This is an optimization exercise on Yosys and OpenROAD, whose aim is small area, a short achievable clock period and few clock cycles per item, not a production implementation. The RTL was checked by simulation tests, not by an equivalence proof against the original design. The flow treats the clock pin as an ideal source. Dropping or thinning the clock tree relies on that and would not hold on a real chip. Power figures rest on the tool's default switching activity, not on a simulated workload.

`flow/run.sh`:
```
#!/bin/bash
set -euo pipefail
here=$(pwd)
bash standard.sh SETUP_SLACK_MARGIN=7 \
  "CTS_ARGS=-sink_clustering_enable -repair_clock_nets -sink_clustering_size 20 -sink_clustering_max_diameter 60 -sink_clustering_buffer sky130_fd_sc_hd__clkbuf_8 -dont_use_dummy_load" \
  POST_CTS_TCL="$here/flow/clktop.tcl" finish > standard_flow.log 2>&1
```
`flow/clktop.tcl`:
```
# POST_CTS hook: rebuild the top of the clock tree as two buffer levels.
# The clock port drives 4 new root buffers (clkbuf_16), one per quadrant of
# the leaf buffers, and each root drives the leaf buffers of its quadrant;
# the leaf level that CTS built is kept. Every register still gets its clock
# through two buffers, so the tree stays balanced, with a shorter insertion
# delay than the three-level tree.
set nroot [expr {[info exists ::env(NROOT)] ? $::env(NROOT) : 4}]
set block [ord::get_db_block]
set db [ord::get_db]
set master [$db findMaster sky130_fd_sc_hd__clkbuf_16]
set clkport [$block findBTerm clk]
set clknet [$clkport getNet]
# the old upper tree: every buffer between the port and the leaf buffers
# (CTS names the leaf buffers clkbuf_leaf_*)
proc upstream {inst} {
  foreach it [$inst getITerms] { if {[$it isInputSignal]} { return [$it getNet] } }
  return NULL
}
set leaves {}
set oldinsts {}
set oldnets {}
set todo [list $clknet]
while {[llength $todo]} {
  set net [lindex $todo 0]
  set todo [lrange $todo 1 end]
  foreach it [$net getITerms] {
    if {![$it isInputSignal]} continue
    set inst [$it getInst]
    set n [$inst getName]
    if {[string match "clkbuf_leaf_*" $n]} { lappend leaves $inst; continue }
    if {[string match "clkload*" $n]} { lappend oldinsts $n; continue }
    if {![string match "*clkbuf*" [[$inst getMaster] getName]]} {
      error "clktop: $n, a [[$inst getMaster] getName], sits above the leaf buffers"
    }
    lappend oldinsts $n
    foreach ot [$inst getITerms] {
      if {[$ot isOutputSignal] && [$ot getNet] ne "NULL"} {
        lappend oldnets [[$ot getNet] getName]
        lappend todo [$ot getNet]
      }
    }
  }
}
puts "clktop: [llength $leaves] leaf buffers; old upper tree: $oldinsts"
# leaf locations, k-means into nroot groups
set pts {}
foreach l $leaves { set loc [$l getLocation]; lappend pts [list [lindex $loc 0] [lindex $loc 1]] }
set xs [lmap p $pts {lindex $p 0}]; set ys [lmap p $pts {lindex $p 1}]
set xmin [tcl::mathfunc::min {*}$xs]; set xmax [tcl::mathfunc::max {*}$xs]
set ymin [tcl::mathfunc::min {*}$ys]; set ymax [tcl::mathfunc::max {*}$ys]
set cents {}
if {$nroot == 4} {
  foreach fx {0.25 0.75} { foreach fy {0.25 0.75} { lappend cents [list [expr {$xmin + $fx*($xmax-$xmin)}] [expr {$ymin + $fy*($ymax-$ymin)}]] } }
} else {
  foreach fx {0.5} { foreach fy {0.25 0.75} { lappend cents [list [expr {$xmin + $fx*($xmax-$xmin)}] [expr {$ymin + $fy*($ymax-$ymin)}]] } }
}
for {set it 0} {$it < 20} {incr it} {
  set asg {}
  foreach p $pts {
    set best 0; set bd 1e18; set k 0
    foreach c $cents { set d [expr {abs([lindex $p 0]-[lindex $c 0]) + abs([lindex $p 1]-[lindex $c 1])}]; if {$d < $bd} {set bd $d; set best $k}; incr k }
    lappend asg $best
  }
  set nc {}
  for {set k 0} {$k < [llength $cents]} {incr k} {
    set sx 0; set sy 0; set cnt 0
    foreach p $pts a $asg { if {$a == $k} { set sx [expr {$sx+[lindex $p 0]}]; set sy [expr {$sy+[lindex $p 1]}]; incr cnt } }
    if {$cnt > 0} { lappend nc [list [expr {$sx/$cnt}] [expr {$sy/$cnt}]] } else { lappend nc [lindex $cents $k] }
  }
  set cents $nc
}
# disconnect port net from the old root, delete old tree
foreach nn $oldinsts { odb::dbInst_destroy [$block findInst $nn] }
foreach nn $oldnets { set net [$block findNet $nn]; if {$net ne "NULL"} { odb::dbNet_destroy $net } }
# also dummy loads left without a net are harmless; remove instances whose input is unconnected
foreach inst [$block getInsts] {
  if {[string match "clkload*" [$inst getName]] && [upstream $inst] eq "NULL"} {
    odb::dbInst_destroy $inst
  }
}
# new roots
set k 0
foreach c $cents {
  set inst [odb::dbInst_create $block $master "clkroot_$k"]
  set net [odb::dbNet_create $block "clkroot_net_$k"]
  $net setSigType CLOCK
  [$inst findITerm A] connect $clknet
  [$inst findITerm X] connect $net
  $inst setLocation [expr {int([lindex $c 0])}] [expr {int([lindex $c 1])}]
  $inst setPlacementStatus PLACED
  incr k
}
foreach l $leaves a $asg {
  set it [$l findITerm A]
  $it disconnect
  $it connect [$block findNet "clkroot_net_$a"]
}
set cnts {}
for {set k 0} {$k < [llength $cents]} {incr k} { lappend cnts [llength [lsearch -all $asg $k]] }
puts "clktop: roots at $cents with leaves $cnts"
detailed_placement
check_placement -verbose
estimate_parasitics -placement
report_clock_latency
repair_timing_helper
detailed_placement
check_placement -verbose
estimate_parasitics -placement
report_clock_latency
report_worst_slack -max
report_worst_slack -min
```
`standard.sh`:
```
#!/bin/bash
# synth_recipe.tcl (not shown) runs the flow's synth.tcl, then flattens the netlist and writes it again
# the make line also repeats each setting of config.mk as NAME=value (left out here)
make -C /OpenROAD-flow-scripts/flow DESIGN_CONFIG=/design/flow/config.mk WORK_HOME=/design/flow/orfs CLKGATE_MAP_FILE= SYNTH_SCRIPT=/design/flow/synth_recipe.tcl "${@:-finish}"
```
`config.mk`:
```
export PLATFORM = sky130hd
export DESIGN_NAME = gaussian_stream
export DESIGN_NICKNAME = gaussian_stream
export VERILOG_FILES = /design/flow/design.v
export SDC_FILE = /design/flow/constraint.sdc
export NUM_CORES = 4
export LEC_CHECK = 0
export CAP_MARGIN = 20
export CORE_MARGIN = 2
export CORE_UTILIZATION = 60
export CTS_CLUSTER_DIAMETER = 80
export CTS_CLUSTER_SIZE = 30
export PLACE_DENSITY = 0.7
export SLEW_MARGIN = 20
```
`constraint.sdc`:
```
create_clock -name core_clock -period 10.0 [get_ports {clk}]
set_input_delay 2.0000 -clock core_clock [delete_from_list [all_inputs] [get_ports {clk}]]
set_output_delay 2.0000 -clock core_clock [all_outputs]
set_load 0.01 [all_outputs]
```
`design.v`:
```
`timescale 1 ns / 1 ns
module gaussian_stream
(
	input        clk,
	input        reset,
	input        on_switch,
	input  [7:0] input_fifo,
	input        input_fifo_valid,
	output       input_fifo_ready,
	output [7:0] output_fifo,
	output       output_fifo_valid,
	input        output_fifo_ready
);
localparam integer SLOTS = 7;      
reg        rdy;
reg  [7:0] in_reg;
reg        sh;            
wire       take = input_fifo_valid & rdy & ~reset;
always @(posedge clk) begin
	in_reg <= input_fifo;
	sh <= take;
end
reg [511:0] ring0, ring1, ring2, ring3;
reg  [31:0] ev;           
wire [7:0] out0 = ring0[511:504];
wire [7:0] out1 = ring1[511:504];
wire [7:0] out2 = ring2[511:504];
wire [7:0] out3 = ring3[511:504];
always @(posedge clk) begin
	ring0 <= {ring0[503:0], sh ? in_reg : out0};
	ring1 <= {ring1[503:0], sh ? out0 : out1};
	ring2 <= {ring2[503:0], sh ? out1 : out2};
	ring3 <= {ring3[503:0], sh ? out2 : out3};
	if (sh) ev <= {ev[23:0], out3};
end
function [7:0] win;
	input integer m, n;
	reg [511:0] r;
	begin
		if (n == 4) begin
			case (m)
			4: win = in_reg;
			3: win = out0;
			2: win = out1;
			1: win = out2;
			default: win = out3;
			endcase
		end else begin
			case (m)
			4: r = ring0;
			3: r = ring1;
			2: r = ring2;
			default: r = ring3;
			endcase
			if (m == 0) win = ev[8*(3-n) +: 8];
			else win = r[8*(3-n) +: 8];
		end
	end
endfunction
wire [7:0] ctr_1 = ring2[8*2 +: 8];
wire [7:0] ctr_3 = ring2[8*4 +: 8];
reg [10:0] pos;
reg        primed;
reg  [5:0] lead;
wire [5:0] px = pos[5:0];
wire [4:0] py = pos[10:6];
wire border = ~on_switch | (px < 6'd2) | (px > 6'd61) | (py < 5'd2) | (py > 5'd29);
always @(posedge clk) begin
	if (reset) begin
		pos <= 11'd1918;       
		primed <= 1'b0;
		lead <= 6'd1;
	end else begin
		lead <= sh ? lead : lead + 6'd1;
		if (sh) begin
			pos <= pos + 11'd1;
			if (pos == 11'd2047) primed <= 1'b1;
		end
	end
end
reg        v1, b1;
reg  [9:0] c1, c3a, c3b, c4, c8, c10;
always @(posedge clk) begin
	v1 <= ~reset & sh & primed;
	b1 <= border;
	c1  <= win(0, 0) + win(0, 4) + win(4, 0) + win(4, 4);
	c3a <= win(0, 1) + win(0, 3) + win(1, 0) + win(3, 0);
	c3b <= win(4, 1) + win(4, 3) + win(1, 4) + win(3, 4);
	c4  <= win(0, 2) + win(2, 0) + win(4, 2) + win(2, 4);
	c8  <= win(1, 1) + win(1, 3) + win(3, 1) + win(3, 3);
	c10 <= win(1, 2) + win(2, 1) + win(3, 2) + win(2, 3);
end
reg        v2, b2;
reg [10:0] sa;            
reg [11:0] sb, sd;        
reg [10:0] se;            
wire [11:0] a_sum = c1 + c3a + c3b;
always @(posedge clk) begin
	v2 <= ~reset & v1;
	b2 <= b1;
	sa <= a_sum[11:1];
	sb <= c3a + c3b + {c4, 1'b0};
	sd <= c8 + c10 + ctr_1;
	se <= c10 + {ctr_1, 1'b0};
end
wire [13:0] ta = {3'b000, sa};
wire [13:0] tb = {2'b00, sb};
wire [13:0] tc = {3'b000, se};
wire [13:0] td = {sd, 2'b00};
wire [13:0] x1 = ta ^ tb ^ tc;
wire [13:0] y1 = {(ta[12:0] & tb[12:0]) | (ta[12:0] & tc[12:0]) | (tb[12:0] & tc[12:0]), 1'b0};
wire [13:0] x2 = x1 ^ y1 ^ td;
wire [13:0] y2 = {(x1[12:0] & y1[12:0]) | (x1[12:0] & td[12:0]) | (y1[12:0] & td[12:0]), 1'b0};
wire  [6:0] low = x2[5:0] + y2[5:0];
reg        v3, b3;
reg  [7:0] hx, hy;
reg        hc;
always @(posedge clk) begin
	v3 <= ~reset & v2;
	b3 <= b2;
	hx <= x2[13:6];
	hy <= y2[13:6];
	hc <= low[6];
end
reg        v4;
reg  [7:0] res;
wire [7:0] h = hx + hy + {7'd0, hc};
always @(posedge clk) begin
	v4 <= ~reset & v3;
	res <= b3 ? ctr_3 : h;
end
reg        ovalid;
reg  [7:0] odata;
reg  [7:0] mem [0:SLOTS-1];
reg  [2:0] wp, rp;
reg  [2:0] cnt;
reg  [2:0] occ;
wire       push = v4;
wire       pop = ovalid & output_fifo_ready;
wire [2:0] wp1 = (wp == SLOTS - 1) ? 3'd0 : wp + 3'd1;
wire [2:0] rp1 = (rp == SLOTS - 1) ? 3'd0 : rp + 3'd1;
wire [7:0] head0 = mem[rp];
wire [7:0] head1 = mem[rp1];
wire       empty0 = cnt == 3'd0;
wire       empty1 = cnt == 3'd1;
wire       left_empty = empty0 | (empty1 & pop);    
wire       drop = sh & ~primed;                     
wire [2:0] occ_b = occ - {2'b00, drop};
wire       room_p = occ_b < SLOTS - 1;
wire       room_0 = occ_b < SLOTS;
wire       eq0 = lead == {5'd0, sh};
wire       eq1 = lead == {5'd0, sh} + 6'd1;
always @(posedge clk) begin
	if (push) mem[wp] <= res;
	odata <= left_empty ? res : pop ? head1 : head0;
	if (reset) begin
		ovalid <= 1'b0;
		wp <= 3'd0;
		rp <= 3'd0;
		cnt <= 3'd0;
		occ <= 3'd0;
		rdy <= 1'b1;
	end else begin
		ovalid <= push | ~left_empty;
		if (push) wp <= wp1;
		if (pop) rp <= rp1;
		cnt <= pop ? (push ? cnt : cnt - 3'd1) : (push ? cnt + 3'd1 : cnt);
		occ <= take ? (pop ? occ_b : occ_b + 3'd1) : (pop ? occ_b - 3'd1 : occ_b);
		rdy <= take ? (eq1 & (pop ? room_0 : room_p)) : (eq0 & (pop | room_0));
	end
end
assign input_fifo_ready = rdy;
assign output_fifo = odata;
assign output_fifo_valid = ovalid;
endmodule
```
==> metrics.csv, run 1 <==
stage,metric,value,unit
worst_setup_path,r2r_end,c4[9],
final_layout,multi_input_area,0.00884,mm²
worst_setup_path,required,10.40,ns
logic_synthesis,syn_inst,3548,
min_path,hold_start,ring0[117],
worst_setup_path,rr_worst_depth,11,
sta,setup_viol,0,
sta,finalClockSkew,0.0884,ns
placed_design,dp_cells,4808,
die,core.rowCount,113,
route,wl,71.2,mm
die,die_w,313,µm
logic_synthesis,synth-edff-count,88,
placed_design,place_congestion,0.794,
min_path,whs_path_depth,0,
route,drtAntennaViolNets,0,
logic_synthesis,synth_area_leaders,"dfxtp_1 (78%), fa_1 (5.2%), edfxtp_1 (4.6%)",
power_and_ir_drop,irDropWorstVdd,0.181,mV
power_and_ir_drop,p_per_area,273,mW/mm²
global_route,grt-ovfl-total,0,
power_and_ir_drop,leakage,25.1,nW
sta,fmax,332,MHz
die,fp.coreArea,0.0947,mm²
global_route,grt_max_degree,87,
logic_synthesis,ys_seq_elements,2325,
sta,rsz0062_at_grt,yes,
placed_design,port_buffers,22,
global_route,grt_pass1_vias,22600,
run,maxCapViolations,0,
final_layout,nets,3962,
worst_setup_path,cp_max_fo,8,
sta,worstMarginPinSlew,1.00,ns
global_route,grt_usage,0.148,
worst_setup_path,timing.rr.start,ring0[9],
logic_synthesis,ys_types,63,
sta,final-hold-violation-count,0,
run_status,status,"complete, no violations",
sta,fin_crit,3.01,ns
route,vias,22400,
final_layout,ff_latch_area,0.0475,mm²
logic_synthesis,synthesis.nets,3824,
route,drt_iter0_drc,1079,
die,die_height,313,µm
global_route,grt_pass1_wl,117,mm
global_route,antenna_found_initial,0,
sta,fin_ws,6.99,ns
route,drtPass1Iterations,5,
route,avgRoutedWirePerCell,14.4,µm
final_layout,area_growth,6.66,%
final_layout,stdcell_count,4951,
logic_synthesis,yosysWarnings,1,
cts,clock-sinks,2325,
cts,path_clk_slew,0.11,ns
final_layout,drive_gt1_frac,0.0698,
logic_synthesis,synth.avg_cell_area,16.1,µm²
logic_synthesis,synth_area,0.0572,mm²
worst_setup_path,critical_path_class,input pin to flop,
worst_setup_path,start_kind,input pin,
die,num_io_pins,23,
logic_synthesis,synth.top_cell.area_share,0.782,
placed_design,dp_hpwl,44.6,mm
sta,tns,0,ns
worst_setup_path,regToRegSetupSlack,7.03,ns
power_and_ir_drop,total_power,16.7,mW
logic_synthesis,async_reset_ff_frac,0,
logic_synthesis,ys_seq_area_frac,0.828,
route,drc,0,
placed_design,pre_cts_ws,6.11,ns
sta,slew_viol_final,0,
die,die-area,0.0979,mm²
die,initial_utilization,0.604,
final_layout,n_fill_cell,6752,
worst_setup_path,cp-end-kind,flop,
worst_setup_path,worstPathArrival,3.42,ns
cts,worstSkewPairLatency,0.55,ns
sta,post-route-period-util,0.301,
min_path,hold_path_end,ring0[125],
sta,slew_headroom,0.333,
logic_synthesis,yosysTopAreaCell,dfxtp_1,
min_path,min_path_type,flop to flop,
logic_synthesis,synth_ff_type,dfxtp_1,
route,viasPerCell,4.53,
cells in the mapped netlist (all sizes together) (5+ instances only):
cell type	count
o21a	9
and3	10
edfxtp	88
nor4	9
nor2	72
a221oi	8
mux4	8
fa	148
a211oi	12
mux2i	20
xor2	32
a21oi	61
nor3	23
o21bai	8
mux2	18
nand2b	5
or2	5
nand2	90
o211ai	21
inv	283
nand4	7
clkbuf	13
o41ai	6
o22ai	9
nor2b	11
o21ai	67
nand3	20
ha	115
dfxtp	2237
buf	18
a21o	21
xnor2	53
a31oi	5
a22oi	6
final cells by class, without the clock buffers:
| cell class | instances | share of cell area |
|---|---|---|
| Sequential cell | 2325 | 0.777 |
| Multi-Input combinational cell | 912 | 0.145 |
| Tap cell | 1265 | 0.0259 |
| Inverter | 283 | 0.0174 |
| Timing Repair Buffer | 37 | 0.00535 |
| Buffer | 4 | 0.00164 |
| Antenna cell | 2 | 0.0000820 |
layer usage:
metal / track usage / vias up / part of all wire
met4: 0.0440 / 0 / 0.027
met3: 0.0253 / 137 / 0.032
met5: 0 / - / 0
met2: 0.219 / 282 / 0.42
met1: 0.225 / 10600 / 0.53
li1: - / 11400 / -
cells by family (layout without fill, tap and decap cells):
family	Yosys count	in the layout	synth area share
adder cells (fa/ha/maj)	264	264	0.0771
AO/OA/AOI/OAI	251	251	0.0290
XOR/XNOR	85	85	0.0130
multiplexers	46	46	0.0102
flip-flops	2325	2325	0.828
AND/OR/NAND/NOR	263	266	0.0211
other	0	2	0
buffers and inverters	314	447	0.0212
cells in the final DEF (no fill, tap or decap), types with 22 or more instances in the layout:
| cell | netlist | final |
|---|---|---|
| clkbuf_8 | 0 | 123 |
| ha_1 | 115 | 109 |
| xor2_1 | 32 | 32 |
| xnor2_1 | 53 | 53 |
| a21oi_1 | 57 | 49 |
| fa_1 | 148 | 142 |
| nor3_1 | 23 | 22 |
| inv_1 | 283 | 283 |
| nand2_1 | 90 | 90 |
| nor2_1 | 72 | 70 |
| dfxtp_1 | 2237 | 2220 |
| o21ai_0 | 65 | 60 |
| edfxtp_1 | 88 | 88 |
power breakdown:
part           internal [mW]  switching, mW  leakage (nW)
Clock                   1.17           2.40         0.934
Sequential              10.0          0.286          19.1
Combinational           1.27           1.52          5.01
Total                   12.5           4.20          25.1
through the flow:
stage                util  area [µm²]  hold WS [ns]
global placement    0.622       58900         0.310
finish              0.645       61100         0.272
global route        0.644       61100         0.288
floorplan               -       57200         0.310
detailed placement  0.622       58900         0.312
how the worst max path moves through the flow:
stage	startpoint	end	slack [ns]	cells after the start
after detailed placement	output_fifo_ready	rdy	6.11	6
final	output_fifo_ready	odata[0]	6.99	6
after floorplan	output_fifo_ready	odata[0]	7.03	6
after global routing	ring0[18]	c3b[8]	6.91	9
after global placement	output_fifo_ready	rdy	6.15	6
worst max-delay path, stage by stage:
cell	delay [ns]
clkdlybuf4s50_1	0.62
a31oi_4	0.16
or2_4	0.33
o211ai_1	0.10
o22ai_1	0.10
a21oi_1	0.12
Testbench counts, summed over its fixed seeds: cycles 49,200, items 49,152.
==> run 2: changes to the inputs <==
==> flow/run.sh (replaced) <==
#!/bin/bash
set -euo pipefail
here=$(pwd)
bash standard.sh SETUP_SLACK_MARGIN=7.2 \
  "CTS_ARGS=-sink_clustering_enable -repair_clock_nets -sink_clustering_size 30 -sink_clustering_max_diameter 80 -dont_use_dummy_load" \
  POST_CTS_TCL="$here/flow/clktop.tcl" finish > standard_flow.log 2>&1
==> run 2 against run 1 <==
Compared with the run above: still clean; combinational power is 3% higher; synthesized area stayed put; sequential power hardly changed; wire length is 1.9% higher; first-iteration DRC count is 20% higher; power is 2.7% higher; sequential share of layout area is 0.76 points lower; flip-flop and latch count stayed put; die area stayed put; cell count is 0.59% lower; worst setup slack better by 0.036 ns; critical path type is now flop to output port.
==> metrics.csv, run 2 <==
stage,metric,value,unit
route,vias,22300,
final_layout,drive_gt1_frac,0.0804,
worst_setup_path,required,8.00,ns
placed_design,dp_hpwl,45.2,mm
sta,fin_ws,7.02,ns
placed_design,dp_cells,4807,
logic_synthesis,yosysWarnings,1,
logic_synthesis,synth_area,0.0572,mm²
global_route,grt_use_met1,0.224,
die,die-area,0.0979,mm²
route,drc,0,
global_route,antenna_found_initial,3,
sta,slew_headroom,0.363,
logic_synthesis,synth_top_family_by_area,adder cells,
sta,final-hold-violation-count,0,
global_route,busiest_layer,met2,
placed_design,port_buffers,22,
sta,post-route-period-util,0.298,
die,num_io_pins,23,
worst_setup_path,worstPathArrival,0.98,ns
global_route,grt_max_degree,82,
sta,setup_viol,0,
logic_synthesis,synth.most_common_cell,dfxtp_1,
logic_synthesis,async_reset_ff_frac,0,
logic_synthesis,synth_xor_area_frac,0.0130,
power_and_ir_drop,p_sw,4.27,mW
logic_synthesis,syn_inst,3548,
min_path,min_path_type,flop to flop,
route,drt_iter0_drc,1299,
cts,worstSkewPairLatency,0.55,ns
logic_synthesis,synth_area_leaders,"dfxtp_1 (78%), fa_1 (5.2%), edfxtp_1 (4.6%)",
logic_synthesis,synth-edff-count,88,
logic_synthesis,ys_seq_elements,2325,
worst_setup_path,max_stage_delay,0.37,ns
placed_design,pre_cts_ws,5.97,ns
sta,worstMarginPinSlew,0.954,ns
sta,tns,0,ns
logic_synthesis,synth.top_cell.area_share,0.782,
run,maxCapViolations,0,
worst_setup_path,path_delay_family,flip-flops,
route,viasPerCell,4.52,
power_and_ir_drop,leakage,25.3,nW
sta,slew_viol_final,0,
placed_design,place_congestion,0.804,
final_layout,area_growth,7.82,%
logic_synthesis,ys_seq_area_frac,0.828,
route,wl,72.5,mm
power_and_ir_drop,swShare,0.250,
global_route,grt_use_met3,0.0197,
route,drtAntennaViolNets,0,
power_and_ir_drop,pwr-share-clk,0.230,
power_and_ir_drop,p_per_area,277,mW/mm²
power_and_ir_drop,sequentialPowerShare,0.603,
sta,fin_crit,2.98,ns
worst_setup_path,cp-end-kind,output port,
logic_synthesis,yosys-top-cells-count,"dfxtp_1 (2237), inv_1 (283), fa_1 (148)",
route,drtPass1Iterations,5,
global_route,grt_usage,0.150,
logic_synthesis,synth-compound-area-share,0.0290,
final_layout,mostFrequentLayoutCell,dfxtp_1,
logic_synthesis,synth_ff_type,dfxtp_1,
logic_synthesis,synth_fa_ha_area_frac,0.0771,
run_status,status,"complete, no violations",
worst_setup_path,cp_max_fo,1,
die,fp.coreArea,0.0947,mm²
power_and_ir_drop,irDropWorstVdd,0.230,mV
worst_setup_path,crit_buf_inv,1,
logic_synthesis,synthesis.nets,3824,
logic_synthesis,synth.avg_cell_area,16.1,µm²
worst_setup_path,path_cells,buf_6,
worst_setup_path,start_kind,flop,
cts,path_clk_slew,0.11,ns
sta,finalClockSkew,0.0729,ns
die,initial_utilization,0.604,
die,core.rowCount,113,
final_layout,final_cell_mix,"dfxtp_1 (2190), inv_1 (271), fa_1 (141)",
final_layout,stdcell_count,4922,
global_route,grt-ovfl-total,0,
die,die_w,313,µm
worst_setup_path,critical_path_class,flop to output port,
cts,clock-sinks,2325,
route,avgRoutedWirePerCell,14.7,µm
final_layout,final_util,0.652,
worst_setup_path,crit_slowest_cell,dfxtp_2,
die,die_height,313,µm
sta,fmax,336,MHz
global_route,met2_usage,0.232,
final_layout,nets,3933,
sta,rsz0062_at_grt,yes,
global_route,grt_pass1_wl,118,mm
global_route,grt_pass1_vias,22200,
power_and_ir_drop,p_comb_frac,0.167,
logic_synthesis,ys_types,63,
logic_synthesis,yosysTopAreaCell,dfxtp_1,
logic_synthesis,synth-simple-area-share,0.0211,
power_and_ir_drop,p_int,12.8,mW
logic_synthesis,synthMuxAreaShare,0.0102,
run 2: cell types whose count changed in the layout (fill, tap and decap cells not counted), moves of 4 or more:
| cell | delta |
|---|---|
| inv_2 | +11 |
| ha_2 | +4 |
| clkbuf_8 | -123 |
| buf_6 | +5 |
| dfxtp_2 | +27 |
| inv_1 | -12 |
| buf_4 | +12 |
| clkbuf_16 | +80 |
| dfxtp_1 | -30 |
| ha_4 | +6 |
| ha_1 | -10 |
run 2: stage by stage:
| stage | hold slack [ns] | power (mW) | cell area, µm² |
|---|---|---|---|
| floorplan | 0.310 | 12.5 | 57300 |
| global placement | 0.310 | 13.2 | 59000 |
| detailed placement | 0.312 | 13.3 | 59000 |
| global route | 0.254 | 18.0 | 61700 |
| finish | 0.256 | 17.1 | 61700 |
run 2: power by group through the flow:
stage                     registers [mW]  clock network (mW)  logic, mW
after floorplan                     10.4                   0       2.12
after global placement              10.5                   0       2.69
after detailed placement            10.5                   0       2.73
after global routing                10.4                4.36       3.26
final                               10.3                3.93       2.86
run 2: cell type report, without the clock buffers:
| cell class | instances | area (µm²) |
|---|---|---|
| diodes | 2 | 5.00 |
| plain buffers | 4 | 100 |
| fillers | 6696 | 33000 |
| inverters | 283 | 1070 |
| multi-input cells | 910 | 9000 |
| flip-flops and latches | 2325 | 47500 |
| well taps | 1265 | 1580 |
| repair buffers | 53 | 467 |
run 2: logic make-up (layout without fill, tap and decap cells):
group / after synthesis / count (layout)
fa+ha+maj: 264 / 264
simple gates: 263 / 264
buf+inv: 314 / 420
xor+xnor: 85 / 85
other cells: 0 / 2
mux: 46 / 46
flops: 2325 / 2325
compound gates: 251 / 251
run 2: worst paths after layout:
kind | slack [ns] | end | depth (start not counted) | startpoint
setup / recovery | 7.02 | output_fifo[7] | 1 | odata[7]
setup reg to reg | 7.12 | c3b[9] | 11 | ring0[1]
hold / removal | 0.26 | ring0[150] | 0 | ring0[142]
hold reg to reg | 0.26 | ring0[150] | 0 | ring0[142]
run 2: per-layer routing:
layer / share of wire / routed length [µm] / vias up
li1: - / - / 11400
met1: 0.51 / 37300 / 10500
met2: 0.43 / 31200 / 234
met3: 0.030 / 2210 / 124
met4: 0.024 / 1740 / 2
met5: 0.00014 / 10 / -
==> run 3: changes to the inputs <==
==> flow/run.sh (replaced) <==
#!/bin/bash
set -euo pipefail
here=$(pwd)
bash standard.sh SETUP_SLACK_MARGIN=7 \
  "CTS_ARGS=-sink_clustering_enable -repair_clock_nets -sink_clustering_size 30 -sink_clustering_max_diameter 80 -dont_use_dummy_load" \
  POST_CTS_TCL="$here/flow/clktop.tcl" finish > standard_flow.log 2>&1
==> run 3 against run 2 <==
Compared with the run above: largest cell class unchanged; register-to-register slack got worse by 0.11 ns; design area is 0.65% lower; clock power shrank 1%; first-iteration DRC count down 9.1%; via count shrank 0.57%; critical path type unchanged.
==> metrics.csv, run 3 <==
stage,metric,value,unit
run_status,status,"complete, no violations",
logic_synthesis,synth_top_family_by_area,adder cells,
logic_synthesis,synth.top_cell.area_share,0.782,
logic_synthesis,synth.most_common_cell,dfxtp_1,
power_and_ir_drop,swShare,0.248,
cts,clock-sinks,2325,
placed_design,pre_cts_ws,6.11,ns
cts,path_clk_slew,0.11,ns
final_layout,drive_gt1_frac,0.0591,
logic_synthesis,synth-simple-area-share,0.0211,
placed_design,port_buffers,22,
logic_synthesis,synth_ff_type,dfxtp_1,
logic_synthesis,synth-compound-area-share,0.0290,
die,die_height,313,µm
global_route,grt-ovfl-total,0,
final_layout,n_fill_cell,6704,
final_layout,design_area,0.0613,mm²
power_and_ir_drop,p_sw,4.20,mW
logic_synthesis,synth_area,0.0572,mm²
sta,finalClockSkew,0.0684,ns
route,drtPass1Iterations,4,
final_layout,nets,3918,
worst_setup_path,crit_buf_inv,1,
die,initial_utilization,0.604,
sta,setup_viol,0,
sta,worstMarginPinSlew,1.00,ns
power_and_ir_drop,leakage,25.2,nW
sta,final-hold-violation-count,0,
run,maxCapViolations,0,
logic_synthesis,synth_fa_ha_area_frac,0.0771,
power_and_ir_drop,sequentialPowerShare,0.607,
global_route,grt_max_degree,87,
die,core.rowCount,113,
logic_synthesis,async_reset_ff_frac,0,
worst_setup_path,cp_max_fo,2,
sta,fmax,333,MHz
logic_synthesis,synth_area_leaders,"dfxtp_1 (78%), fa_1 (5.2%), edfxtp_1 (4.6%)",
logic_synthesis,syn_inst,3548,
placed_design,place_area,0.0589,mm²
route,vias,22100,
logic_synthesis,synth-edff-count,88,
placed_design,place_congestion,0.794,
logic_synthesis,synthesis.nets,3824,
route,drt_iter0_drc,1181,
logic_synthesis,ys_seq_elements,2325,
sta,rsz0062_at_grt,yes,
global_route,antenna_found_initial,0,
logic_synthesis,yosysWarnings,1,
route,drc,0,
worst_setup_path,required,8.00,ns
sta,hold_ws,0.278,ns
final_layout,insertedDiodeCount,0,
logic_synthesis,synthMuxAreaShare,0.0102,
worst_setup_path,worstPathArrival,1.00,ns
route,drtAntennaViolNets,0,
die,fp.coreArea,0.0947,mm²
worst_setup_path,path_cells,buf_6,
sta,fin_ws,7.00,ns
worst_setup_path,path_delay_family,flip-flops,
logic_synthesis,yosysTopAreaCell,dfxtp_1,
logic_synthesis,yosys-top-cells-count,"dfxtp_1 (2237), inv_1 (283), fa_1 (148)",
die,die-area,0.0979,mm²
logic_synthesis,ys_types,63,
min_path,min_path_type,flop to flop,
placed_design,dp_hpwl,44.6,mm
logic_synthesis,synth.avg_cell_area,16.1,µm²
power_and_ir_drop,pwr-share-clk,0.229,
final_layout,final_util,0.647,
route,viasPerCell,4.51,
sta,slew_viol_final,0,
global_route,grt_pass1_vias,22300,
sta,slew_headroom,0.330,
worst_setup_path,cp-end-kind,output port,
final_layout,mostFrequentLayoutCell,dfxtp_1,
route,avgRoutedWirePerCell,14.4,µm
power_and_ir_drop,p_comb_frac,0.164,
worst_setup_path,start_kind,flop,
final_layout,final_cell_mix,"dfxtp_1 (2219), inv_1 (281), fa_1 (142)",
sta,fin_crit,3.00,ns
die,die_w,313,µm
sta,post-route-period-util,0.300,
route,wl,70.8,mm
power_and_ir_drop,p_int,12.8,mW
cts,worstSkewPairLatency,0.55,ns
worst_setup_path,max_stage_delay,0.34,ns
logic_synthesis,ys_seq_area_frac,0.828,
power_and_ir_drop,p_per_area,277,mW/mm²
global_route,grt_usage,0.147,
global_route,grt_pass1_wl,116,mm
die,num_io_pins,23,
final_layout,area_growth,7.12,%
worst_setup_path,crit_slowest_cell,dfxtp_2,
sta,tns,0,ns
power_and_ir_drop,irDropWorstVdd,0.219,mV
worst_setup_path,critical_path_class,flop to output port,
logic_synthesis,synth_xor_area_frac,0.0130,
-- run 3: cell types whose count changed in the layout (fill, tap and decap cells not counted), moves of 3 or more --
cell,before,now
dfxtp_4,5,2
ha_2,7,3
nor2_1,67,70
ha_4,9,3
dfxtp_1,2190,2219
dfxtp_2,42,16
buf_6,12,7
buf_4,27,16
inv_1,271,281
inv_2,11,2
ha_1,99,109
-- run 3: per-stage QoR --
step / power, mW / instances
after floorplan: 12.5 / 3548
after global placement: 13.2 / 4808
after detailed placement: 13.3 / 4808
after global routing: 17.9 / 4905
final: 17.0 / 4905
-- run 3: logic make-up after synthesis --
group,Yosys count
buf+inv,314
mux,46
flops,2325
xor+xnor,85
fa+ha+maj,264
compound gates,251
simple gates,263
-- run 3: worst paths after layout --
check | startpoint | cells past startpoint | endpoint | slack (ns)
min | ring2[289] | 0 | ring2[297] | 0.28
max reg2reg | ev[1] | 9 | c3a[9] | 7.01
min reg2reg | ring2[289] | 0 | ring2[297] | 0.28
max | rdy | 1 | input_fifo_ready | 7.00
-- run 3: area by class of cell, without the clock buffers --
| cell class | instances | area [µm²] | share of cell area |
|---|---|---|---|
| sequential | 2325 | 47500 | 0.774 |
| buffer | 4 | 100 | 0.00163 |
| tap | 1265 | 1580 | 0.0258 |
| inverter | 283 | 1060 | 0.0173 |
| timing repair buffer | 38 | 334 | 0.00545 |
| multi-input combinational | 911 | 8810 | 0.144 |
-- run 3: metal layers --
| layer | routed length [µm] | GRT usage |
|---|---|---|
| met1 | 37700 | 0.227 |
| met2 | 29700 | 0.221 |
| met3 | 1800 | 0.0209 |
| met4 | 1720 | 0.0374 |
| met5 | 0 | 0 |
-- run 3: power groups by stage --
stage / clock, mW / combinational [mW] / sequential (mW)
6_report: 3.88 / 2.78 / 10.3
5_1_grt: 4.33 / 3.21 / 10.4
3_5_place_dp: 0 / 2.74 / 10.5
3_3_place_gp: 0 / 2.69 / 10.5
2_1_floorplan: 0 / 2.11 / 10.4
==> run 4: changes to the inputs <==
--- a/config.mk
+++ b/config.mk
@@ -8,7 +8,7 @@
 export CAP_MARGIN = 20
 export CORE_MARGIN = 2
-export CORE_UTILIZATION = 60
+export CORE_UTILIZATION = 70
 export CTS_CLUSTER_DIAMETER = 80
 export CTS_CLUSTER_SIZE = 30
-export PLACE_DENSITY = 0.7
+export PLACE_DENSITY = 0.8
 export SLEW_MARGIN = 20
==> run 4 against run 3 <==
Compared with the run above: hold slack better by 0.019 ns; flip-flop and latch count is the same; combinational power grew 4%; synthesized cell count did not move; via count increased by 4.6%; critical path depth up 10; worst setup slack lost 0.028 ns; synthesized area unchanged; power increased by 1.2%; fmax is 0.92% lower.
==> metrics.csv, run 4 <==
stage,metric,value,unit
run_status,status,"complete, no violations",
route,wl,85.7,mm
logic_synthesis,synth_area,0.0572,mm²
sta,slew_viol_final,0,
placed_design,dp_hpwl,51.2,mm
route,drt_iter0_drc,1365,
die,initial_utilization,0.708,
worst_setup_path,cp-end-kind,flop,
final_layout,final_cell_mix,"dfxtp_1 (2216), inv_1 (281), fa_1 (142)",
logic_synthesis,synth.most_common_cell,dfxtp_1,
power_and_ir_drop,p_per_area,281,mW/mm²
die,die-area,0.0841,mm²
logic_synthesis,synth-edff-count,88,
worst_setup_path,start_kind,flop,
die,fp.coreArea,0.0808,mm²
worst_setup_path,critical_path_class,flop to flop,
logic_synthesis,syn_inst,3548,
placed_design,pre_cts_ws,6.05,ns
sta,final-hold-violation-count,0,
logic_synthesis,synth_ff_type,dfxtp_1,
route,drtPass1Iterations,5,
cts,worstSkewPairLatency,0.53,ns
logic_synthesis,yosys-top-cells-count,"dfxtp_1 (2237), inv_1 (283), fa_1 (148)",
final_layout,n_fill_cell,4520,
route,vias,23100,
sta,setup_viol,0,
logic_synthesis,async_reset_ff_frac,0,
cts,path_clk_slew,0.11,ns
global_route,grt_usage,0.207,
sta,slew_headroom,0.267,
final_layout,nets,3923,
global_route,grt-ovfl-total,0,
die,die_w,290,µm
final_layout,drive_gt1_frac,0.0601,
sta,post-route-period-util,0.303,
global_route,grt_pass1_vias,24700,
final_layout,multi_input_area,0.00876,mm²
final_layout,area_growth,6.67,%
logic_synthesis,synth_area_leaders,"dfxtp_1 (78%), fa_1 (5.2%), edfxtp_1 (4.6%)",
logic_synthesis,yosysWarnings,1,
placed_design,place_congestion,0.857,
sta,tns,0,ns
route,drc,0,
logic_synthesis,synthesis.nets,3824,
placed_design,port_buffers,22,
route,avgRoutedWirePerCell,18.2,µm
cts,clock-sinks,2325,
logic_synthesis,synth.top_cell.area_share,0.782,
global_route,grt_pass1_wl,137,mm
worst_setup_path,worstPathArrival,3.46,ns
global_route,grt_max_degree,90,
run,maxCapViolations,0,
die,num_io_pins,23,
logic_synthesis,synth.avg_cell_area,16.1,µm²
sta,fin_ws,6.97,ns
route,viasPerCell,4.92,
sta,finalClockSkew,0.0531,ns
sta,fin_crit,3.03,ns
logic_synthesis,ys_types,63,
logic_synthesis,ys_seq_elements,2325,
die,die_height,290,µm
sta,worstMarginPinSlew,1.10,ns
route,drtAntennaViolNets,0,
die,core.rowCount,104,
logic_synthesis,yosysTopAreaCell,dfxtp_1,
worst_setup_path,required,10.42,ns
sta,rsz0062_at_grt,yes,
final_layout,ff_latch_area,0.0475,mm²
power_and_ir_drop,irDropWorstVdd,0.246,mV
sta,fmax,330,MHz
final_layout,mostFrequentLayoutCell,dfxtp_1,
global_route,antenna_found_initial,1,
logic_synthesis,ys_seq_area_frac,0.828,
power_and_ir_drop,leakage,25.2,nW
worst_setup_path,cp_max_fo,2,
min_path,min_path_type,flop to flop,
==> run 4: cell count changes in the layout (fill, tap and decap cells not counted), sizes merged <==
cell | before | now
clkbuf | 83 | 84
diode | 0 | 1
clkdlybuf4s50 | 12 | 11
buf | 26 | 32
or2 | 6 | 5
==> run 4: path summary, 6_finish.rpt <==
kind,slack (ns),cells after the start,startpoint,endpoint
worst min register to register,0.30,0,ring0[153],ring0[161]
worst min-delay path,0.30,0,ring0[153],ring0[161]
worst max register to register,6.97,11,in_reg[1],c1[9]
worst max-delay path,6.97,11,in_reg[1],c1[9]
==> run 4: final cells by class, without the clock buffers <==
type                       count  area share
sequential                  2325       0.777
inverter                     283      0.0174
buffer                         4     0.00164
tap                         1060      0.0217
antenna                        1   0.0000410
timing repair buffer          44     0.00613
multi-input combinational    910       0.144
==> run 4: cells by family (layout without fill, tap and decap cells) <==
group,after synthesis,in the layout,synth area share
muxes,46,46,0.0102
AOI/OAI and AO/OA,251,251,0.0290
DFF,2325,2325,0.828
adders and majority gates,264,264,0.0771
buffers and inverters,314,410,0.0212
xor gates and xnor gates,85,85,0.0130
other,0,1,0
and+or+nand+nor,263,264,0.0211
==> run 4: stage by stage <==
| step | power, mW | utilization | instances | cell area (µm²) | hold slack [ns] |
|---|---|---|---|---|---|
| 6_report | 17.2 | 0.756 | 4706 | 61100 | 0.297 |
| 5_1_grt | 18.0 | 0.756 | 4705 | 61100 | 0.289 |
| 3_5_place_dp | 13.3 | 0.726 | 4603 | 58700 | 0.312 |
| 3_3_place_gp | 13.2 | 0.726 | 4603 | 58700 | 0.310 |
| 2_1_floorplan | 12.5 | - | 3548 | 57200 | 0.310 |
==> run 4: power by group <==
group | internal [mW] | total, mW | switching [mW]
combinational | 1.30 | 2.88 | 1.58
clock | 1.48 | 3.95 | 2.47
sequential | 10.0 | 10.3 | 0.318
==> run 4: worst max-delay path, stage by stage, from the launching register on <==
cell and delay [ns]:
dfxtp_2 0.34, inv_1 0.05, fa_1 0.53, inv_1 0.06, fa_1 0.45, ha_2 0.23
fa_2 0.43, a21o_1 0.18, a21oi_2 0.19, o21ai_2 0.09, nor4_2 0.31, nor3_1 0.07
==> run 4: metal layers <==
| metal | part of all wire | vias up | GRT usage |
|---|---|---|---|
| met5 | 0 | - | 0 |
| met4 | 0.022 | 0 | 0.0492 |
| met3 | 0.030 | 120 | 0.0217 |
| met2 | 0.50 | 383 | 0.359 |
| met1 | 0.45 | 11300 | 0.286 |
| li1 | - | 11300 | - |
==> run 5: changes to the inputs <==
--- a/design.v
+++ b/design.v
@@ -12,5 +12,5 @@
 	input        output_fifo_ready
 );
-localparam integer SLOTS = 7;      
+localparam integer SLOTS = 6;      
 reg        rdy;
 reg  [7:0] in_reg;
@@ -123,11 +123,6 @@
 	hc <= low[6];
 end
-reg        v4;
-reg  [7:0] res;
 wire [7:0] h = hx + hy + {7'd0, hc};
-always @(posedge clk) begin
-	v4 <= ~reset & v3;
-	res <= b3 ? ctr_3 : h;
-end
+wire [7:0] res = b3 ? ctr_3 : h;
 reg        ovalid;
 reg  [7:0] odata;
@@ -136,5 +131,5 @@
 reg  [2:0] cnt;
 reg  [2:0] occ;
-wire       push = v4;
+wire       push = v3;
 wire       pop = ovalid & output_fifo_ready;
 wire [2:0] wp1 = (wp == SLOTS - 1) ? 3'd0 : wp + 3'd1;
==> flow/run.sh (replaced) <==
#!/bin/bash
set -euo pipefail
here=$(pwd)
bash standard.sh SETUP_SLACK_MARGIN=7.35 \
  "CTS_ARGS=-sink_clustering_enable -repair_clock_nets -sink_clustering_size 30 -sink_clustering_max_diameter 80 -dont_use_dummy_load" \
  POST_CTS_TCL="$here/flow/clktop.tcl" finish > standard_flow.log 2>&1
--- a/config.mk
+++ b/config.mk
@@ -8,7 +8,7 @@
 export CAP_MARGIN = 20
 export CORE_MARGIN = 2
-export CORE_UTILIZATION = 70
+export CORE_UTILIZATION = 60
 export CTS_CLUSTER_DIAMETER = 80
 export CTS_CLUSTER_SIZE = 30
-export PLACE_DENSITY = 0.8
+export PLACE_DENSITY = 0.7
 export SLEW_MARGIN = 20
==> run 5 against run 4 <==
Compared with the run above: still clean on timing, DRC and antenna; via count is 5.5% lower; wire length is 16% lower; sequential power hardly changed; clock skew is 0.039 ns higher; global-route usage is 5.8 points lower; die area is 15% higher; design area is 0.74% higher; first-iteration DRC count is 34% lower; fmax is 1.8% higher; largest power group unchanged.
==> metrics.csv, run 5 <==
stage,metric,value,unit
sta,setup_viol,0,
final_layout,multi_input_area,0.00905,mm²
worst_setup_path,path_cells,buf_6,
logic_synthesis,synth.top_cell.area_share,0.787,
power_and_ir_drop,leakage,25.4,nW
min_path,min_path_type,flop to flop,
final_layout,stdcell_count,4885,
placed_design,dp_cells,4758,
logic_synthesis,ys_seq_area_frac,0.829,
global_route,antenna_found_initial,6,
final_layout,n_fill_cell,6530,
sta,worstMarginPinSlew,1.02,ns
worst_setup_path,path_delay_family,flip-flops,
logic_synthesis,async_reset_ff_frac,0,
placed_design,port_buffers,22,
sta,fmax,336,MHz
die,die_w,311,µm
route,drc,0,
worst_setup_path,regToRegSetupSlack,7.06,ns
global_route,grt_usage,0.150,
die,core.rowCount,112,
power_and_ir_drop,total_power,17.3,mW
final_layout,final_cell_mix,"dfxtp_1 (2175), inv_1 (264), fa_1 (137)",
worst_setup_path,critical_path_class,flop to output port,
worst_setup_path,worst-path-stages,1,
placed_design,dp_hpwl,44.4,mm
sta,rsz0062_at_grt,yes,
logic_synthesis,synth.avg_cell_area,16.2,µm²
logic_synthesis,yosysWarnings,1,
final_layout,final_util,0.658,
worst_setup_path,r2r_end,c8[7],
run,maxCapViolations,0,
global_route,grt_pass1_vias,21900,
global_route,grt-ovfl-total,0,
worst_setup_path,cp-end-kind,output port,
power_and_ir_drop,irDropWorstVdd,0.187,mV
sta,slew_headroom,0.319,
worst_setup_path,required,8.00,ns
logic_synthesis,ys_seq_elements,2308,
die,die_height,311,µm
logic_synthesis,synth-edff-count,80,
logic_synthesis,syn_inst,3504,
final_layout,ff_latch_area,0.0471,mm²
placed_design,place_congestion,0.806,
worst_setup_path,startpoint,rdy,
route,avgRoutedWirePerCell,14.7,µm
sta,post-route-period-util,0.298,
route,drt_iter0_drc,900,
logic_synthesis,yosysTopAreaCell,dfxtp_1,
worst_setup_path,rr_worst_depth,11,
logic_synthesis,ys_types,63,
route,viasPerCell,4.48,
cts,worstSkewPairLatency,0.56,ns
global_route,grt_pass1_wl,117,mm
logic_synthesis,synth_area,0.0567,mm²
logic_synthesis,yosys-top-cells-count,"dfxtp_1 (2228), inv_1 (282), fa_1 (148)",
worst_setup_path,crit_buf_inv,1,
route,drtAntennaViolNets,0,
worst_setup_path,start_kind,flop,
logic_synthesis,synthesis.nets,3780,
global_route,grt_max_degree,90,
run_status,status,"complete, no violations",
worst_setup_path,crit_slowest_cell,dfxtp_2,
sta,slew_viol_final,0,
route,drtPass1Iterations,6,
die,num_io_pins,23,
final_layout,area_growth,8.53,%
final_layout,mostFrequentLayoutCell,dfxtp_1,
sta,tns,0,ns
die,die-area,0.0969,mm²
worst_setup_path,crit_end,input_fifo_ready,
sta,final-hold-violation-count,0,
logic_synthesis,synth_ff_type,dfxtp_1,
final_layout,drive_gt1_frac,0.0926,
cts,path_clk_slew,0.11,ns
logic_synthesis,synth_area_leaders,"dfxtp_1 (79%), fa_1 (5.2%), edfxtp_1 (4.2%)",
sta,finalClockSkew,0.0924,ns
cts,clock-sinks,2308,
logic_synthesis,synth.most_common_cell,dfxtp_1,
worst_setup_path,cp_max_fo,3,
worst_setup_path,timing.rr.start,ring3[1],
sta,fin_crit,2.98,ns
die,fp.coreArea,0.0935,mm²
die,initial_utilization,0.606,
route,wl,72.0,mm
worst_setup_path,worstPathArrival,0.98,ns
power_and_ir_drop,p_per_area,281,mW/mm²
route,vias,21900,
worst_setup_path,max_stage_delay,0.37,ns
final_layout,nets,3908,
[run 5: changes by cell type after synthesis, moves of 8 or more]
cell / before / now
dfxtp_1: 2237 / 2228
xor2_1: 32 / 21
xnor2_1: 53 / 61
nor2b_1: 10 / 24
a21oi_1: 57 / 48
o211ai_1: 21 / 4
a221oi_1: 8 / 0
nor2_1: 72 / 84
edfxtp_1: 88 / 80
nand2_1: 90 / 79
mux2_2: 18 / 8
[run 5: worst min-delay path by stage]
stage / to / start / cells past startpoint / slack (ns)
2_1_floorplan: ring1[505] / ring1[497] / 0 / 0.31
3_3_place_gp: ring3[130] / ring3[122] / 0 / 0.31
3_5_place_dp: ring0[113] / ring0[105] / 0 / 0.31
5_1_grt: ring3[459] / ring3[451] / 0 / 0.28
6_report: ring0[494] / ring0[486] / 0 / 0.27
[run 5: cell families (layout without fill, tap and decap cells)]
group,after synthesis,count (layout),synth area share
DFF,2308,2308,0.829
buffers and inverters,311,437,0.0211
adders and majority gates,263,263,0.0777
other,0,1,0
AOI/OAI and AO/OA,229,229,0.0258
and+or+nand+nor,269,269,0.0223
muxes,42,42,0.0111
xor gates and xnor gates,82,82,0.0127
[run 5: layer usage]
| metal | wire length, µm | vias up | track usage |
|---|---|---|---|
| met1 | 37500 | 10400 | 0.229 |
| met3 | 2390 | 112 | 0.0229 |
| li1 | - | 11200 | - |
| met4 | 1570 | 0 | 0.0361 |
| met2 | 30500 | 184 | 0.226 |
| met5 | 0 | - | 0 |
[run 5: power breakdown]
part	internal (mW)	switching, mW
registers	10.0	0.306
logic	1.45	1.62
clock network	1.48	2.41
[run 5: layout make-up, without the clock buffers]
class                      instances  share of cell area
inverter                         282              0.0172
buffer                             4             0.00163
sequential                      2308               0.766
antenna                            1           0.0000407
tap                             1254              0.0255
multi-input combinational        885               0.147
timing repair buffer              72              0.0108
[run 5: per-stage QoR]
| stage | hold slack [ns] | worst slack [ns] | cell area, µm² |
|---|---|---|---|
| after floorplan | 0.310 | 6.94 | 56800 |
| after global placement | 0.310 | 5.88 | 58500 |
| after detailed placement | 0.312 | 5.87 | 58500 |
| after global routing | 0.278 | 6.91 | 61500 |
| final | 0.274 | 7.02 | 61500 |
Testbench counts of run 5, summed over its fixed seeds: cycles 49,192, items 49,152.
==> run 6: changes to the inputs <==
==> flow/run.sh (replaced) <==
#!/bin/bash
set -euo pipefail
here=$(pwd)
bash standard.sh SETUP_SLACK_MARGIN=7.1 \
  "CTS_ARGS=-sink_clustering_enable -repair_clock_nets -sink_clustering_size 30 -sink_clustering_max_diameter 80 -dont_use_dummy_load" \
  POST_CTS_TCL="$here/flow/clktop.tcl" finish > standard_flow.log 2>&1
==> run 6 against run 5 <==
Compared with the run above: still clean; clock skew increased by 0.014 ns; via count rose by 0.25%; combinational power fell by 6.8%; design area is 0.73% lower; die area unchanged; critical path type unchanged.
==> metrics.csv, run 6 <==
stage,metric,value,unit
run_status,status,"complete, no violations",
power_and_ir_drop,p_comb_frac,0.167,
worst_setup_path,critical_path_class,flop to output port,
route,drc,0,
final_layout,multi_input_area,0.00875,mm²
placed_design,place_congestion,0.802,
final_layout,ff_latch_area,0.0471,mm²
placed_design,dp_cells,4758,
final_layout,mostFrequentLayoutCell,dfxtp_1,
power_and_ir_drop,sequentialPowerShare,0.605,
logic_synthesis,yosysWarnings,1,
die,num_io_pins,23,
logic_synthesis,yosysTopAreaCell,dfxtp_1,
worst_setup_path,start_kind,flop,
die,die_w,311,µm
power_and_ir_drop,pwr-share-clk,0.227,
sta,finalClockSkew,0.106,ns
sta,slew_viol_final,0,
route,drtPass1Iterations,5,
global_route,grt-ovfl-total,0,
run,maxCapViolations,0,
route,drtAntennaViolNets,0,
sta,slew_headroom,0.310,
die,die-area,0.0969,mm²
route,avgRoutedWirePerCell,14.7,µm
global_route,grt_max_degree,90,
logic_synthesis,synth.most_common_cell,dfxtp_1,
sta,setup_viol,0,
worst_setup_path,worstPathArrival,0.95,ns
power_and_ir_drop,swShare,0.247,
final_layout,area_growth,7.74,%
sta,final-hold-violation-count,0,
logic_synthesis,synthesis.nets,3780,
die,initial_utilization,0.606,
cts,clock-sinks,2308,
route,viasPerCell,4.50,
route,vias,21900,
power_and_ir_drop,irDropWorstVdd,0.202,mV
logic_synthesis,async_reset_ff_frac,0,
logic_synthesis,synth_ff_type,dfxtp_1,
global_route,antenna_found_initial,2,
final_layout,stdcell_count,4875,
die,die_height,311,µm
die,fp.coreArea,0.0935,mm²
power_and_ir_drop,p_sw,4.22,mW
die,core.rowCount,112,
sta,hold_ws,0.269,ns
logic_synthesis,yosys-top-cells-count,"dfxtp_1 (2228), inv_1 (282), fa_1 (148)",
placed_design,port_buffers,22,
power_and_ir_drop,total_power,17.1,mW
worst_setup_path,cp_max_fo,2,
worst_setup_path,cp-end-kind,output port,
sta,worstMarginPinSlew,1.03,ns
sta,fmax,339,MHz
logic_synthesis,synth-edff-count,80,
min_path,min_path_type,flop to flop,
logic_synthesis,ys_seq_area_frac,0.829,
power_and_ir_drop,p_per_area,280,mW/mm²
sta,fin_ws,7.05,ns
cts,worstSkewPairLatency,0.58,ns
global_route,grt_usage,0.149,
sta,post-route-period-util,0.295,
worst_setup_path,crit_slowest_cell,dfxtp_2,
worst_setup_path,max_stage_delay,0.36,ns
worst_setup_path,path_delay_family,flip-flops,
final_layout,n_fill_cell,6548,
route,wl,71.4,mm
global_route,grt_pass1_wl,116,mm
final_layout,drive_gt1_frac,0.0707,
placed_design,pre_cts_ws,5.91,ns
sta,fin_crit,2.95,ns
route,drt_iter0_drc,1102,
global_route,grt_pass1_vias,22200,
logic_synthesis,synth_area_leaders,"dfxtp_1 (79%), fa_1 (5.2%), edfxtp_1 (4.2%)",
sta,rsz0062_at_grt,yes,
worst_setup_path,path_cells,buf_6,
logic_synthesis,ys_seq_elements,2308,
logic_synthesis,synth_area,0.0567,mm²
power_and_ir_drop,leakage,25.3,nW
logic_synthesis,synth.avg_cell_area,16.2,µm²
logic_synthesis,ys_types,63,
logic_synthesis,synth.top_cell.area_share,0.787,
logic_synthesis,syn_inst,3504,
final_layout,nets,3898,
power_and_ir_drop,p_int,12.9,mW
placed_design,dp_hpwl,44.5,mm
sta,tns,0,ns
worst_setup_path,crit_buf_inv,1,
worst_setup_path,required,8.00,ns
final_layout,final_cell_mix,"dfxtp_1 (2193), inv_1 (272), fa_1 (141)",
cts,path_clk_slew,0.10,ns
[run 6: cell types whose count changed in the layout (fill, tap and decap cells not counted), sizes merged]
cell / delta
buf: -11
clkdlybuf4s50: +1
[run 6: per-layer routing]
| metal | vias up | global-route usage | share of wire |
|---|---|---|---|
| met4 | 0 | 0.0410 | 0.026 |
| met3 | 125 | 0.0225 | 0.031 |
| met1 | 10400 | 0.228 | 0.53 |
| li1 | 11200 | - | - |
| met5 | - | 0 | 0 |
| met2 | 248 | 0.223 | 0.42 |
[run 6: layout make-up, without the clock buffers]
type / count / area share
diodes: 1 / 0.0000410
flip-flops and latches: 2308 / 0.771
plain buffers: 4 / 0.00164
multi-input cells: 885 / 0.143
inverters: 282 / 0.0173
well taps: 1254 / 0.0257
repair buffers: 62 / 0.00895
[run 6: final timing paths]
| check | startpoint | end | slack (ns) | cells after the start |
|---|---|---|---|---|
| max | rdy | input_fifo_ready | 7.05 | 1 |
| min | ring2[95] | ring2[103] | 0.27 | 0 |
| max reg2reg | ring3[1] | c8[7] | 7.06 | 11 |
| min reg2reg | ring2[95] | ring2[103] | 0.27 | 0 |
[run 6: through the flow]
stage | utilization | instance area (µm²)
finish | 0.653 | 61100
detailed placement | 0.625 | 58400
global placement | 0.625 | 58400
global route | 0.653 | 61100
floorplan | - | 56700
[run 6: cell families after synthesis]
kind of cell | after synthesis | share of synthesized area
buffers and inverters | 311 | 0.0211
adder cells (fa/ha/maj) | 263 | 0.0777
multiplexers | 42 | 0.0111
XOR/XNOR | 82 | 0.0127
AND/OR/NAND/NOR | 269 | 0.0223
AO/OA/AOI/OAI | 229 | 0.0258
flip-flops | 2308 | 0.829
[run 6: power by group through the flow]
stage	sequential (mW)	clock, mW	combinational [mW]
6_report	10.3	3.88	2.86
5_1_grt	10.4	4.32	3.29
3_5_place_dp	10.5	0	2.73
3_3_place_gp	10.5	0	2.68
2_1_floorplan	10.4	0	2.11
==> run 7: changes to the inputs <==
==> flow/run.sh (replaced) <==
#!/bin/bash
set -euo pipefail
here=$(pwd)
bash standard.sh SETUP_SLACK_MARGIN=7.2 \
  "CTS_ARGS=-sink_clustering_enable -repair_clock_nets -sink_clustering_size 30 -sink_clustering_max_diameter 80 -dont_use_dummy_load" \
  POST_CTS_TCL="$here/flow/clktop.tcl" finish > standard_flow.log 2>&1
==> run 7 against run 6 <==
Compared with the run above: still clean; design area barely moved; fmax rose by 0.11%; flip-flop and latch count did not move; global-route usage rose by 0.11 points; critical path depth did not move; power rose by 0.33%; die area did not move; worst setup slack improved by 0.0032 ns; sequential power barely moved; first-iteration DRC count fell by 3.6%; largest power group unchanged; highest routed layer unchanged.
==> metrics.csv, run 7 <==
stage,metric,value,unit
logic_synthesis,ys_seq_area_frac,0.829,
power_and_ir_drop,p_sw,4.26,mW
worst_setup_path,crit_slowest_cell,dfxtp_2,
worst_setup_path,start_kind,flop,
logic_synthesis,yosys-top-cells-count,"dfxtp_1 (2228), inv_1 (282), fa_1 (148)",
global_route,grt_pass1_wl,116,mm
sta,slew_viol_final,0,
worst_setup_path,cp_max_fo,2,
power_and_ir_drop,p_per_area,280,mW/mm²
run_status,status,"complete, no violations",
power_and_ir_drop,sequentialPowerShare,0.603,
placed_design,port_buffers,22,
sta,post-route-period-util,0.294,
worst_setup_path,crit_buf_inv,1,
placed_design,place_congestion,0.806,
logic_synthesis,ys_types,63,
logic_synthesis,yosysTopAreaCell,dfxtp_1,
sta,tns,0,ns
min_path,min_path_type,flop to flop,
logic_synthesis,syn_inst,3504,
route,drtPass1Iterations,5,
final_layout,drive_gt1_frac,0.0765,
route,wl,72.1,mm
sta,rsz0062_at_grt,yes,
cts,worstSkewPairLatency,0.54,ns
final_layout,final_cell_mix,"dfxtp_1 (2193), inv_1 (269), fa_1 (141)",
cts,clock-sinks,2308,
logic_synthesis,synth-edff-count,80,
die,die_height,311,µm
sta,fmax,340,MHz
power_and_ir_drop,swShare,0.249,
final_layout,nets,3899,
die,die_w,311,µm
final_layout,area_growth,7.81,%
worst_setup_path,max_stage_delay,0.36,ns
global_route,grt_max_degree,69,
die,die-area,0.0969,mm²
worst_setup_path,path_delay_family,flip-flops,
power_and_ir_drop,pwr-share-clk,0.226,
logic_synthesis,ys_seq_elements,2308,
sta,slew_headroom,0.387,
die,core.rowCount,112,
worst_setup_path,worstPathArrival,0.94,ns
global_route,grt-ovfl-total,0,
sta,hold_ws,0.288,ns
worst_setup_path,critical_path_class,flop to output port,
final_layout,mostFrequentLayoutCell,dfxtp_1,
sta,fin_crit,2.94,ns
power_and_ir_drop,irDropWorstVdd,0.218,mV
logic_synthesis,yosysWarnings,1,
worst_setup_path,path_cells,buf_6,
logic_synthesis,synth.most_common_cell,dfxtp_1,
placed_design,dp_hpwl,45.2,mm
die,num_io_pins,23,
run,maxCapViolations,0,
global_route,antenna_found_initial,3,
sta,worstMarginPinSlew,0.914,ns
power_and_ir_drop,p_int,12.9,mW
global_route,grt_usage,0.150,
logic_synthesis,synth.top_cell.area_share,0.787,
worst_setup_path,required,8.00,ns
worst_setup_path,cp-end-kind,output port,
power_and_ir_drop,p_comb_frac,0.171,
route,drt_iter0_drc,1062,
sta,setup_viol,0,
sta,finalClockSkew,0.0825,ns
final_layout,final_util,0.654,
sta,final-hold-violation-count,0,
route,vias,21900,
logic_synthesis,async_reset_ff_frac,0,
global_route,grt_pass1_vias,22200,
cts,path_clk_slew,0.10,ns
die,initial_utilization,0.606,
logic_synthesis,synth.avg_cell_area,16.2,µm²
logic_synthesis,synthesis.nets,3780,
route,drc,0,
route,viasPerCell,4.49,
power_and_ir_drop,leakage,25.3,nW
logic_synthesis,synth_area,0.0567,mm²
die,fp.coreArea,0.0935,mm²
logic_synthesis,synth_area_leaders,"dfxtp_1 (79%), fa_1 (5.2%), edfxtp_1 (4.2%)",
logic_synthesis,synth_ff_type,dfxtp_1,
route,avgRoutedWirePerCell,14.8,µm
route,drtAntennaViolNets,0,
run 7: path summary, 6_finish.rpt:
path                            depth (start not counted)        from  slack [ns]                end
worst max-delay path                                    1      ovalid        7.06  output_fifo_valid
worst min-delay path                                    0  ring1[500]        0.29         ring1[508]
worst max register to register                         11   ring0[25]        7.06              c1[7]
worst min register to register                          0  ring1[500]        0.29         ring1[508]
run 7: final cells by class, without the clock buffers:
class,instances,area [µm²]
well taps,1254,1570
inverters,282,1060
repair buffers,63,532
diodes,2,5.00
plain buffers,4,100
flip-flops and latches,2308,47100
fillers,6508,32400
multi-input cells,885,8810
run 7: logic make-up (layout without fill, tap and decap cells):
family | count (synthesis) | after routing | share of synthesized area
flops | 2308 | 2308 | 0.829
buf+inv | 311 | 428 | 0.0211
simple gates | 269 | 269 | 0.0223
fa+ha+maj | 263 | 263 | 0.0777
compound gates | 229 | 229 | 0.0258
xor+xnor | 82 | 82 | 0.0127
mux | 42 | 42 | 0.0111
other cells | 0 | 2 | 0
run 7: routing by layer:
layer / GRT usage / up-vias / wire [µm]
li1: - / 11200 / -
met1: 0.226 / 10400 / 37400
met2: 0.229 / 224 / 30700
met3: 0.0227 / 116 / 2240
met4: 0.0385 / 0 / 1720
met5: 0 / - / 0
run 7: power by group through the flow:
| stage | Sequential [mW] | Clock [mW] | Combinational (mW) |
|---|---|---|---|
| after global placement | 10.5 | 0 | 2.71 |
| after detailed placement | 10.5 | 0 | 2.76 |
| final | 10.3 | 3.88 | 2.92 |
| after floorplan | 10.4 | 0 | 2.12 |
| after global routing | 10.4 | 4.31 | 3.34 |
run 7: per-stage QoR:
step                total power [mW]  cell area (µm²)  cells  setup WS (ns)
finish                          17.1            61100   4877           7.06
detailed placement              13.3            58500   4757           5.89
global route                    18.1            61100   4875           6.94
floorplan                       12.5            56800   3504           6.94
global placement                13.2            58500   4757           5.86
run 7: worst reg2reg max path, cell delays in order (launching register included):
cell,delay (ns)
dfxtp_2,0.35
inv_2,0.04
fa_1,0.53
inv_1,0.05
fa_1,0.48
ha_4,0.19
fa_2,0.36
a21o_1,0.18
a21oi_2,0.20
nor2b_2,0.08
o31ai_2,0.22
a21boi_2,0.20
==> run 8: changes to the inputs <==
--- a/config.mk
+++ b/config.mk
@@ -8,7 +8,7 @@
 export CAP_MARGIN = 20
 export CORE_MARGIN = 2
-export CORE_UTILIZATION = 60
+export CORE_UTILIZATION = 55
 export CTS_CLUSTER_DIAMETER = 80
 export CTS_CLUSTER_SIZE = 30
-export PLACE_DENSITY = 0.7
+export PLACE_DENSITY = 0.65
 export SLEW_MARGIN = 20
==> run 8 against run 7 <==
Compared with the run above: still clean; via count up 0.54%; worst setup slack worse by 0.038 ns; critical path depth unchanged; combinational power about the same; largest power group unchanged.
==> metrics.csv, run 8 <==
stage,metric,value,unit
worst_setup_path,path_delay_family,flip-flops,
final_layout,final_cell_mix,"dfxtp_1 (2181), inv_1 (264), fa_1 (138)",
sta,slew_headroom,0.288,
route,drtAntennaViolNets,0,
worst_setup_path,required,8.00,ns
power_and_ir_drop,leakage,25.4,nW
logic_synthesis,yosys-top-cells-count,"dfxtp_1 (2228), inv_1 (282), fa_1 (148)",
power_and_ir_drop,p_per_area,279,mW/mm²
min_path,min_path_type,flop to flop,
die,fp.coreArea,0.102,mm²
final_layout,n_fill_cell,7706,
sta,rsz0062_at_grt,yes,
sta,setup_viol,0,
final_layout,area_growth,8.53,%
logic_synthesis,synth_area,0.0567,mm²
logic_synthesis,yosysWarnings,1,
logic_synthesis,ys_seq_area_frac,0.829,
logic_synthesis,ys_types,63,
logic_synthesis,synth_ff_type,dfxtp_1,
route,avgRoutedWirePerCell,14.2,µm
final_layout,nets,3905,
worst_setup_path,max_stage_delay,0.38,ns
placed_design,dp_hpwl,45.0,mm
worst_setup_path,cp-end-kind,output port,
route,drt_iter0_drc,970,
run,maxCapViolations,0,
logic_synthesis,synth.top_cell.area_share,0.787,
logic_synthesis,synth.avg_cell_area,16.2,µm²
route,wl,71.2,mm
worst_setup_path,cp_max_fo,3,
worst_setup_path,crit_buf_inv,1,
route,drtPass1Iterations,6,
logic_synthesis,async_reset_ff_frac,0,
final_layout,drive_gt1_frac,0.0863,
die,core.rowCount,117,
die,initial_utilization,0.555,
cts,path_clk_slew,0.10,ns
final_layout,multi_input_area,0.00893,mm²
final_layout,stdcell_count,4996,
global_route,antenna_found_initial,5,
final_layout,final_util,0.603,
run_status,status,"complete, no violations",
sta,worstMarginPinSlew,1.06,ns
placed_design,pre_cts_ws,5.89,ns
power_and_ir_drop,total_power,17.2,mW
global_route,grt_pass1_wl,116,mm
logic_synthesis,synth_area_leaders,"dfxtp_1 (79%), fa_1 (5.2%), edfxtp_1 (4.2%)",
sta,tns,0,ns
sta,fin_ws,7.02,ns
logic_synthesis,yosysTopAreaCell,dfxtp_1,
cts,clock-sinks,2308,
final_layout,design_area,0.0615,mm²
die,die-area,0.106,mm²
sta,fmax,335,MHz
logic_synthesis,synth.most_common_cell,dfxtp_1,
global_route,grt_max_degree,69,
die,die_height,325,µm
sta,hold_ws,0.261,ns
logic_synthesis,ys_seq_elements,2308,
worst_setup_path,worstPathArrival,0.98,ns
die,die_w,325,µm
route,drc,0,
logic_synthesis,syn_inst,3504,
placed_design,dp_cells,4871,
sta,fin_crit,2.98,ns
worst_setup_path,critical_path_class,flop to output port,
final_layout,mostFrequentLayoutCell,dfxtp_1,
logic_synthesis,synth-edff-count,80,
final_layout,ff_latch_area,0.0471,mm²
cts,worstSkewPairLatency,0.56,ns
placed_design,port_buffers,22,
placed_design,place_congestion,0.824,
worst_setup_path,start_kind,flop,
logic_synthesis,synthesis.nets,3780,
sta,post-route-period-util,0.298,
global_route,grt_pass1_vias,22000,
worst_setup_path,path_cells,buf_6,
die,num_io_pins,23,
sta,final-hold-violation-count,0,
global_route,grt-ovfl-total,0,
sta,finalClockSkew,0.0902,ns
global_route,grt_usage,0.137,
sta,slew_viol_final,0,
route,vias,22000,
worst_setup_path,crit_slowest_cell,dfxtp_4,
placed_design,place_area,0.0586,mm²
power_and_ir_drop,irDropWorstVdd,0.177,mV
route,viasPerCell,4.41,
-- run 8: cell counts after synthesis --
No cell type changed its count.
-- run 8: path summary, 6_finish.rpt --
kind	startpoint	end	slack, ns	cells past startpoint
setup reg to reg	ring1[1]	c8[7]	7.05	11
setup / recovery	rdy	input_fifo_ready	7.02	1
hold reg to reg	ring0[227]	ring0[235]	0.26	0
hold / removal	ring0[227]	ring0[235]	0.26	0
-- run 8: cell families after synthesis --
logic type      Yosys count  synth area share
flops                  2308             0.829
xor+xnor                 82            0.0127
compound gates          229            0.0258
fa+ha+maj               263            0.0777
buf+inv                 311            0.0211
simple gates            269            0.0223
mux                      42            0.0111
-- run 8: power by group --
group / internal, mW / leakage, nW / total (mW) / switching [mW]
sequential: 10.0 / 19.0 / 10.3 / 0.303
combinational: 1.38 / 5.29 / 2.95 / 1.57
clock: 1.49 / 1.04 / 3.89 / 2.40
-- run 8: area by class of cell, without the clock buffers --
cell class,count,area share
flip-flops and latches,2308,0.765
multi-input cells,885,0.145
well taps,1368,0.0278
inverters,282,0.0172
repair buffers,68,0.0103
plain buffers,4,0.00163
diodes,1,0.0000407
-- run 8: metal layers --
layer,wire [µm],up-vias,global-route usage
met5,0,-,0
met1,37500,10500,0.208
li1,-,11200,-
met2,29400,206,0.202
met4,1900,0,0.0394
met3,2320,122,0.0237

port drivers added, routing unchanged:
No port has a modelled driver above. Below, the same layouts with a new extraction and two added sets of constraints.
Step 1: set_driving_cell puts a clkbuf_16 on clk and a buf_2 on each other input, an assumption about the parent block.
Step 2 also shifts input and output timing later by t, the mid clock arrival at the registers, as if the neighbouring blocks saw the same clock.
Slacks: ideal ports / drivers / drivers and shift; pairs: ideal ports / drivers.
run	t, ns	slack for setup (ns)
run 1	0.646	6.987 / 6.884 / 6.453
run 2	0.654	7.023 / 6.881 / 6.656
run 3	0.654	6.995 / 6.859 / 6.507
run 4	0.649	6.967 / 6.889 / 6.527
run 5	0.655	7.022 / 6.887 / 6.775
run 6	0.663	7.052 / 6.913 / 6.593
run 7	0.637	7.056 / 6.918 / 6.777
run 8	0.657	7.017 / 6.872 / 6.771
After both steps setup and hold are still met in every run listed.
